From an optimization exercise on the open Yosys and OpenROAD flow, aimed at small area, a short achievable clock period and few clock cycles per item; shortcuts taken in it are not production practice.
RTL that was checked went through simulation tests only; none was proved equivalent to the original.
The clock input has no modelled driver; a real chip could not lean on it and would need a root buffer or a full tree.
Power and IR drop assume default switching activity.

willow:
==> flow/design.v (excerpt) <==
module lzss_decoder (
  input logic rst_,
  input logic clk,
  input logic literal,
  input logic data_ready,
  input logic [3*8-1:0] data_in,
  output logic new_data_ready,
  output logic data_valid,
  output logic [8-1:0] data_out
);
Size in the first run: about 1000 cells after synthesis, roughly 510 flip-flops, ~38 I/O pins, roughly 0.014 mm2 of cells after synthesis.
export LEC_CHECK = 0
export CAP_MARGIN = 20
export CORE_MARGIN = 2
export CORE_UTILIZATION = 65
export CTS_CLUSTER_DIAMETER = 45
export CTS_CLUSTER_SIZE = 15
export SETUP_SLACK_MARGIN = 3.15
export SLEW_MARGIN = 20
create_clock -name core_clock -period 5.0 [get_ports {clk}]
standard.sh (not shown) runs the stock make flow with config.mk's settings and CLKGATE_MAP_FILE= SYNTH_SCRIPT=/design/flow/synth_recipe.tcl, a recipe that flattens the netlist after the stock synthesis.
==> flow/flow/run.sh <==
#!/bin/bash
set -euo pipefail
R=orfs/results/${FLOW_PLATFORM}/lzss_decoder/base
bash standard.sh "BUFFER_PORTS_ARGS=-buffer_cell sky130_fd_sc_hd__buf_1" cts > 1_standard_to_cts.log 2>&1
cp $R/4_cts.odb $R/4_cts_orig.odb
R=$R openroad -no_init -exit flow/flatten_clock_tree.tcl > 2_flatten_clock_tree.log 2>&1
bash standard.sh finish > 3_standard_finish.log 2>&1
Other scripts of this flow, unchanged in this note and not shown: flow/flow/flatten_clock_tree.tcl
Testbench counts of willow, summed over its fixed seeds: cycles 20,582, bytes 20,566.
The inputs of quartz differ from those of willow as listed below.
- CTS_CLUSTER_DIAMETER now 60, was 45
- ABC_AREA now 1, previously not set
quartz ends up with a synthesized cell count that is 661 higher than in willow. Area of the placeable core: quartz higher than willow. Taking willow as the reference, in quartz adder and majority cell fraction of the synthesized area held steady; number of tap cells inserted climbed about 16%; core utilization moved down; share of the final layout cell area in sequential cells fell 5.8 points; xor-xnor portion of the synthesized cell area ~0 delta. Looking at total power across both flows, quartz is the stronger of the two, with willow trailing. Looking at total cell area at the placement stage, quartz sits 0.0014 mm2 above willow.

========
Setup of S:
The RTL this note starts from:
==> flow/design.v <==
`timescale 1ns / 1ps
module lzss_decoder (
  input logic rst_,
  input logic clk,
  input logic literal,
  input logic data_ready,
  input logic [3*8-1:0] data_in,
  output logic new_data_ready,
  output logic data_valid,
  output logic [8-1:0] data_out
);
  localparam int WIN = 56;
  logic [7:0] hist [WIN-1:0];
  logic [7:0]     rem;       
  logic           act;       
  logic           lit;       
  logic [7:0]     lit_byte;
  logic [WIN-1:0] sel;       
  logic [5:0]     dcnt;      
  logic       accept;
  logic [5:0] in_off;
  logic       in_far;
  logic [7:0] in_len;
  logic [7:0] nxt_rem;
  logic [7:0] byte_out;
  assign accept   = data_ready & new_data_ready;
  assign in_off   = data_in[5:0];
  assign in_far   = (|data_in[15:6]) | (data_in[5:3] == 3'b111);
  assign in_len   = data_in[23:16];
  assign data_out = hist[0];
  always_comb begin
    byte_out = lit ? lit_byte : 8'd0;
    for (int i = 0; i < WIN; i++)
      byte_out = byte_out | (sel[i] ? hist[i] : 8'd0);
  end
  always_comb begin
    if (accept)
      nxt_rem = literal ? 8'd1 : (in_far ? 8'd0 : in_len);
    else if (act)
      nxt_rem = rem - 8'd1;
    else
      nxt_rem = rem;
  end
  always_ff @(posedge clk) begin
    if (act) begin
      for (int i = WIN-1; i >= 1; i--) hist[i] <= hist[i-1];
      hist[0] <= byte_out;
    end
  end
  always_ff @(posedge clk) begin
    if (accept) begin
      lit      <= literal;
      lit_byte <= data_in[7:0];
      dcnt     <= in_off;
      for (int i = 0; i < WIN; i++) sel[i] <= !literal && in_off == 6'(i);
    end else if (act) begin
      dcnt <= dcnt - 6'd1;
      if (dcnt == 6'd0) sel <= WIN'(1);
    end
  end
  always_ff @(posedge clk) begin
    if (!rst_) begin
      rem            <= '0;
      act            <= 1'b0;
      new_data_ready <= 1'b1;
      data_valid     <= 1'b0;
    end else begin
      rem            <= nxt_rem;
      act            <= nxt_rem != 8'd0;
      new_data_ready <= nxt_rem <= 8'd1;
      data_valid     <= act;
    end
  end
endmodule
export LEC_CHECK = 0
export CAP_MARGIN = 20
export CORE_MARGIN = 2
export CORE_UTILIZATION = 40
export SETUP_SLACK_MARGIN = 3.0
export SLEW_MARGIN = 20
create_clock -name core_clock -period 5.0 [get_ports {clk}]
run.sh (not shown) runs the stock make flow with config.mk's settings and CLKGATE_MAP_FILE= SYNTH_SCRIPT=/design/flow/synth_recipe.tcl, a recipe that flattens the netlist after the stock synthesis.
Stock flow here: none of the scripts above is used.
What P does differently from S at the input level:
# S
export LEC_CHECK = 0
export CAP_MARGIN = 20
export CORE_MARGIN = 2
export CORE_UTILIZATION = 40
export SETUP_SLACK_MARGIN = 3.0
export SLEW_MARGIN = 20
create_clock -name core_clock -period 5.0 [get_ports {clk}]
# P
export LEC_CHECK = 0
export CAP_MARGIN = 20
export CORE_MARGIN = 2
export CORE_UTILIZATION = 40
export SETUP_SLACK_MARGIN = 2.6
export SLEW_MARGIN = 20
create_clock -name core_clock -period 5.0 [get_ports {clk}]
### Flow results
Every stage of the flow completed for P, and the final layout passed the timing, DRC and antenna checks.
Row routed wire length: P lower / S higher
Critical path depth: P > S
Relative to S, the peak clock frequency supported by timing of P is lower by 29 MHz.
Via total after detailed routing shrinks by a little under 10% when moving from S to P.
No run of this note included a check of the RTL's function; only the layout flow was run.

========
== onyx ==
lzss_decoder with an RTL version that a note above also has.
Size in the first run: roughly 1000 cells after synthesis, about 510 flip-flops, about 38 I/O pins.
clock: 5.0 ns
lec_check: 0
cap_margin: 20
core_margin: 2
core_utilization: 65
cts_cluster_diameter: 60
cts_cluster_size: 15
gpl_timing_driven: 1
setup_slack_margin: 3.15
slew_margin: 20
standard.sh (not shown) runs the stock make flow with config.mk's settings and CLKGATE_MAP_FILE= SYNTH_SCRIPT=/design/flow/synth_recipe.tcl, a recipe that flattens the netlist after the stock synthesis.
Scripts as last shown in full above: flow/flow/run.sh
Other scripts of this flow, unchanged in this note and not shown: flow/flow/flatten_clock_tree.tcl
onyx: done, clean on timing, DRC and antenna
Testbench counts of onyx, summed over its fixed seeds: cycles 20,582, bytes 20,566.
Edits applied to the flow inputs when going from onyx to pepper:
# onyx
export LEC_CHECK = 0
export CAP_MARGIN = 20
export CORE_MARGIN = 2
export CORE_UTILIZATION = 65
export CTS_CLUSTER_DIAMETER = 60
export CTS_CLUSTER_SIZE = 15
export GPL_TIMING_DRIVEN = 1
export SETUP_SLACK_MARGIN = 3.15
export SLEW_MARGIN = 20
create_clock -name core_clock -period 5.0 [get_ports {clk}]
# pepper
export LEC_CHECK = 0
export CAP_MARGIN = 20
export CORE_MARGIN = 2
export CORE_UTILIZATION = 65
export CTS_CLUSTER_DIAMETER = 60
export CTS_CLUSTER_SIZE = 15
export PLACE_DENSITY = 0.8
export SETUP_SLACK_MARGIN = 3.15
export SLEW_MARGIN = 20
create_clock -name core_clock -period 5.0 [get_ports {clk}]
Findings:
| routing usage on met3 | higher: pepper |. Going from onyx to pepper, via count grew by a few percent. In pepper the wire length turned out 1.7% higher than in onyx.
[inputs] harbor vs pepper
# pepper
export LEC_CHECK = 0
export CAP_MARGIN = 20
export CORE_MARGIN = 2
export CORE_UTILIZATION = 65
export CTS_CLUSTER_DIAMETER = 60
export CTS_CLUSTER_SIZE = 15
export PLACE_DENSITY = 0.8
export SETUP_SLACK_MARGIN = 3.15
export SLEW_MARGIN = 20
create_clock -name core_clock -period 5.0 [get_ports {clk}]
# harbor
export LEC_CHECK = 0
export CAP_MARGIN = 20
export CORE_MARGIN = 2
export CORE_UTILIZATION = 80
export CTS_CLUSTER_DIAMETER = 60
export CTS_CLUSTER_SIZE = 15
export SETUP_SLACK_MARGIN = 3.2
export SLEW_MARGIN = 20
create_clock -name core_clock -period 5.0 [get_ports {clk}]
--- outcome ---
- [harbor] worst-case hold slack rose 15 ps relative to pepper
- The run showing the smaller clock network fraction of design power is pepper.
- First-pass detailed-route iteration total (higher): harbor
- As far as total of clock buffers placed in the layout is concerned, pepper and harbor perform about the same.
Modified inputs, indigo compared to harbor
# harbor
export LEC_CHECK = 0
export CAP_MARGIN = 20
export CORE_MARGIN = 2
export CORE_UTILIZATION = 80
export CTS_CLUSTER_DIAMETER = 60
export CTS_CLUSTER_SIZE = 15
export SETUP_SLACK_MARGIN = 3.2
export SLEW_MARGIN = 20
create_clock -name core_clock -period 5.0 [get_ports {clk}]
# indigo
export LEC_CHECK = 0
export CAP_MARGIN = 20
export CORE_MARGIN = 2
export CORE_UTILIZATION = 65
export CTS_CLUSTER_DIAMETER = 60
export CTS_CLUSTER_SIZE = 18
export SETUP_SLACK_MARGIN = 3.15
export SLEW_MARGIN = 20
create_clock -name core_clock -period 5.0 [get_ports {clk}]
--- outcome ---
Relative to harbor, final routed wirelength across all metal layers decreased by about 26% in indigo.
Where worst hold slack is concerned, harbor is better than indigo.
Measured against each other, indigo and harbor differ in reported net switching power, the higher figure coming from harbor.
Of the two values seen for library cell contributing the largest single delay on the critical path, dfxtp_4 was produced by indigo and dfxtp_2 by harbor.
Changes observed in indigo relative to harbor: net count after synthesis closely matched the old numbers, area of the multi-input gates lost about 0.5%, layout clock buffer count went down, final RePlAce weighted congestion went down.
The count of cells resized by post-cts repair in indigo sits about 3% below the value recorded for harbor.
When indigo is set beside harbor, its total power turns out to be about 4% smaller.
Across indigo and harbor, none had a timing, DRC or antenna violation.
Compared with harbor, indigo shows cell count that has gone up by a few percent.
Relative to harbor, power density over the cells has decreased by 17 nW/um^2 in indigo.

========
Another version of the RTL of lzss_decoder (not shown whole).
For scale: roughly 1,100 cells after synthesis, ~520 flip-flops, ~19,000 sq um of cells after synthesis.
==> flow/design.v (excerpt) <==
module lzss_decoder (
  input logic rst_,
  input logic clk,
  input logic literal,
  input logic data_ready,
  input logic [3*8-1:0] data_in,
  output logic new_data_ready,
  output logic data_valid,
  output logic [8-1:0] data_out
);
export LEC_CHECK = 0
export CAP_MARGIN = 20
export CORE_MARGIN = 2
export CORE_UTILIZATION = 65
export CTS_CLUSTER_DIAMETER = 80
export CTS_CLUSTER_SIZE = 25
export SETUP_SLACK_MARGIN = 3.15
export SLEW_MARGIN = 20
create_clock -name core_clock -period 5.0 [get_ports {clk}]
==> flow/flow/run.sh <==
#!/bin/bash
set -euo pipefail
R=orfs/results/${FLOW_PLATFORM}/lzss_decoder/base
bash standard.sh cts > 1_standard_to_cts.log 2>&1
cp $R/4_cts.odb $R/4_cts_orig.odb
R=$R openroad -no_init -exit flow/flatten_clock_tree.tcl > 2_flatten_clock_tree.log 2>&1
bash standard.sh finish > 3_standard_finish.log 2>&1
==> flow/flow/flatten_clock_tree.tcl <==
# Remove the root buffer that CTS put at the top of the clock tree: the clock
# port then drives the H-tree's first-level buffers directly (there are at most
# a few). Then re-legalise the placement.
set P $::env(FLOW_HOME)/platforms/$::env(FLOW_PLATFORM)
set R $::env(R)
read_db $R/4_cts_orig.odb
read_liberty $P/lib/sky130_fd_sc_hd__tt_025C_1v80.lib
read_sdc $R/4_cts.sdc
source $P/setRC.tcl

set block [ord::get_db_block]
set clknet [$block findNet clk]
set roots {}
foreach it [$clknet getITerms] { lappend roots [$it getInst] }
if {[llength $roots] != 1} { error "clock port drives [llength $roots] cells" }
set root [lindex $roots 0]
puts "root buffer: [$root getName] ([[$root getMaster] getName])"
set rootnet [[$root findITerm X] getNet]
set loads {}
foreach it [$rootnet getITerms] {
  if {[$it getInst] ne $root} { lappend loads $it }
}
if {[llength $loads] > 4} { error "root buffer drives [llength $loads] pins" }
foreach it $loads {
  puts "move [[$it getInst] getName] to the clock port"
  $it disconnect
  $it connect $clknet
}
[$root findITerm A] disconnect
[$root findITerm X] disconnect
odb::dbInst_destroy $root
odb::dbNet_destroy $rootnet
detailed_placement
check_placement -verbose
set_propagated_clock [all_clocks]
estimate_parasitics -placement
report_clock_latency
report_worst_slack -max
report_worst_slack -min
write_db $R/4_cts.odb
Testbench counts at the start, summed over its fixed seeds: cycles 20,582, bytes 20,566.
Rerun with:
==> flow/flow/flatten_clock_tree.tcl (replaced) <==
set P $::env(FLOW_HOME)/platforms/$::env(FLOW_PLATFORM)
set R $::env(R)
read_db $R/4_cts_orig.odb
read_liberty $P/lib/sky130_fd_sc_hd__tt_025C_1v80.lib
read_sdc $R/4_cts.sdc
source $P/setRC.tcl

set block [ord::get_db_block]
set clknet [$block findNet clk]
while {1} {
  set tops {}
  set next 0
  foreach it [$clknet getITerms] {
    set inst [$it getInst]
    if {![string match "*clkbuf*" [[$inst getMaster] getName]]} { set next 99; break }
    lappend tops $inst
    foreach lit [[[$inst findITerm X] getNet] getITerms] {
      if {[$lit getInst] ne $inst} { incr next }
    }
  }
  if {$next > 4} { break }
  foreach inst $tops {
    set net [[$inst findITerm X] getNet]
    foreach lit [$net getITerms] {
      if {[$lit getInst] eq $inst} { continue }
      $lit disconnect
      $lit connect $clknet
    }
    [$inst findITerm A] disconnect
    [$inst findITerm X] disconnect
    puts "removed [$inst getName] ([[$inst getMaster] getName]), net [$net getName]"
    odb::dbInst_destroy $inst
    odb::dbNet_destroy $net
  }
}
puts "clock port now drives [llength [$clknet getITerms]] cells"
detailed_placement
check_placement -verbose
set_propagated_clock [all_clocks]
estimate_parasitics -placement
report_clock_latency
report_worst_slack -max
report_worst_slack -min
write_db $R/4_cts.odb
--- a/flow/config.mk
+++ b/flow/config.mk
@@ -9,6 +9,6 @@
 export CORE_MARGIN = 2
 export CORE_UTILIZATION = 65
-export CTS_CLUSTER_DIAMETER = 80
-export CTS_CLUSTER_SIZE = 25
-export SETUP_SLACK_MARGIN = 3.15
+export CTS_CLUSTER_DIAMETER = 60
+export CTS_CLUSTER_SIZE = 15
+export SETUP_SLACK_MARGIN = 3.2
 export SLEW_MARGIN = 20
The new run finished with timing, DRC and antenna clean.
Utilization increases by 1.7 points.
Worst setup slack improved by 0.061 ns.
Non-clock buffer count increases by 1.
Die area stays the same.
Final cell count increases by 1.9%.
Critical path depth does not change.
Global-route usage increases by 0.82 points.
Rerun with:
==> flow/flow/flatten_clock_tree.tcl (replaced) <==
# Remove the root buffer that CTS put at the top of the clock tree: the clock
# port then drives the H-tree's first-level buffers directly (there are at most
# a few). Then re-legalise the placement.
set P $::env(FLOW_HOME)/platforms/$::env(FLOW_PLATFORM)
set R $::env(R)
read_db $R/4_cts_orig.odb
read_liberty $P/lib/sky130_fd_sc_hd__tt_025C_1v80.lib
read_sdc $R/4_cts.sdc
source $P/setRC.tcl

set block [ord::get_db_block]
set clknet [$block findNet clk]
set roots {}
foreach it [$clknet getITerms] { lappend roots [$it getInst] }
if {[llength $roots] != 1} { error "clock port drives [llength $roots] cells" }
set root [lindex $roots 0]
puts "root buffer: [$root getName] ([[$root getMaster] getName])"
set rootnet [[$root findITerm X] getNet]
set loads {}
foreach it [$rootnet getITerms] {
  if {[$it getInst] ne $root} { lappend loads $it }
}
if {[llength $loads] > 4} { error "root buffer drives [llength $loads] pins" }
foreach it $loads {
  puts "move [[$it getInst] getName] to the clock port"
  $it disconnect
  $it connect $clknet
}
[$root findITerm A] disconnect
[$root findITerm X] disconnect
odb::dbInst_destroy $root
odb::dbNet_destroy $rootnet
detailed_placement
check_placement -verbose
set_propagated_clock [all_clocks]
estimate_parasitics -placement
report_clock_latency
report_worst_slack -max
report_worst_slack -min
write_db $R/4_cts.odb
--- a/flow/config.mk
+++ b/flow/config.mk
@@ -8,7 +8,7 @@
 export CAP_MARGIN = 20
 export CORE_MARGIN = 2
-export CORE_UTILIZATION = 65
-export CTS_CLUSTER_DIAMETER = 60
-export CTS_CLUSTER_SIZE = 15
-export SETUP_SLACK_MARGIN = 3.2
+export CORE_UTILIZATION = 75
+export CTS_CLUSTER_DIAMETER = 80
+export CTS_CLUSTER_SIZE = 25
+export SETUP_SLACK_MARGIN = 3.15
 export SLEW_MARGIN = 20
Outcome: Combinational power is higher by about 4%; setup slack degrades by 0.058 ns; wire length climbs by about 2%; count of clock-buffer cells in the layout came out lower by 24; design area falls by 2.5%; sequential cell count does not change; synthesized cell count stays the same; power came out lower by about 5%; hold slack degrades by 0.021 ns.

==> afterwards: timing with drivers on the ports <==
No port has a modelled driver above. Below, the same layouts with a new extraction and two added sets of constraints.
Step 1, drivers: a clkbuf_16 drives clk and a buf_2 each remaining input, both assumed.
Step 2, shift: input delay + t, output delay - t, t = (earliest + latest rising clock arrival at the registers) / 2. This alone moves slack from input paths to output paths.
a / b / c = ideal ports / drivers / drivers and shift; a / b = the first two.
run | t (ns) | setup WS [ns] | worst register clock-pin slew, ns
willow | 0.425 | 3.165 / 3.073 / 3.146 | 0.10 / 0.10
quartz | 0.422 | 3.152 / 3.062 / 3.059 | 0.09 / 0.09
S | 0.639 | 2.747 / 2.692 / 2.433 | 0.07 / 0.07
P | 0.647 | 2.590 / 2.590 / 2.098 | 0.06 / 0.06
onyx | 0.433 | 3.174 / 3.074 / 3.130 | 0.10 / 0.10
pepper | 0.422 | 3.154 / 3.063 / 2.810 | 0.09 / 0.09
harbor | 0.425 | 3.167 / 3.075 / 3.150 | 0.11 / 0.11
indigo | 0.408 | 3.175 / 3.088 / 3.135 | 0.11 / 0.11
the first run of note 4 | 0.482 | 3.087 / 3.024 / 2.744 | 0.10 / 0.10
the second run of note 4 | 0.457 | 3.148 / 3.053 / 2.773 | 0.07 / 0.07
the third run of note 4 | 0.476 | 3.090 / 3.026 / 2.763 | 0.10 / 0.10
After both steps setup and hold are still met in every run listed. For P, which loses most, drivers alone change the setup slack by 0.000 ns; drivers and shift together by -0.492 ns.
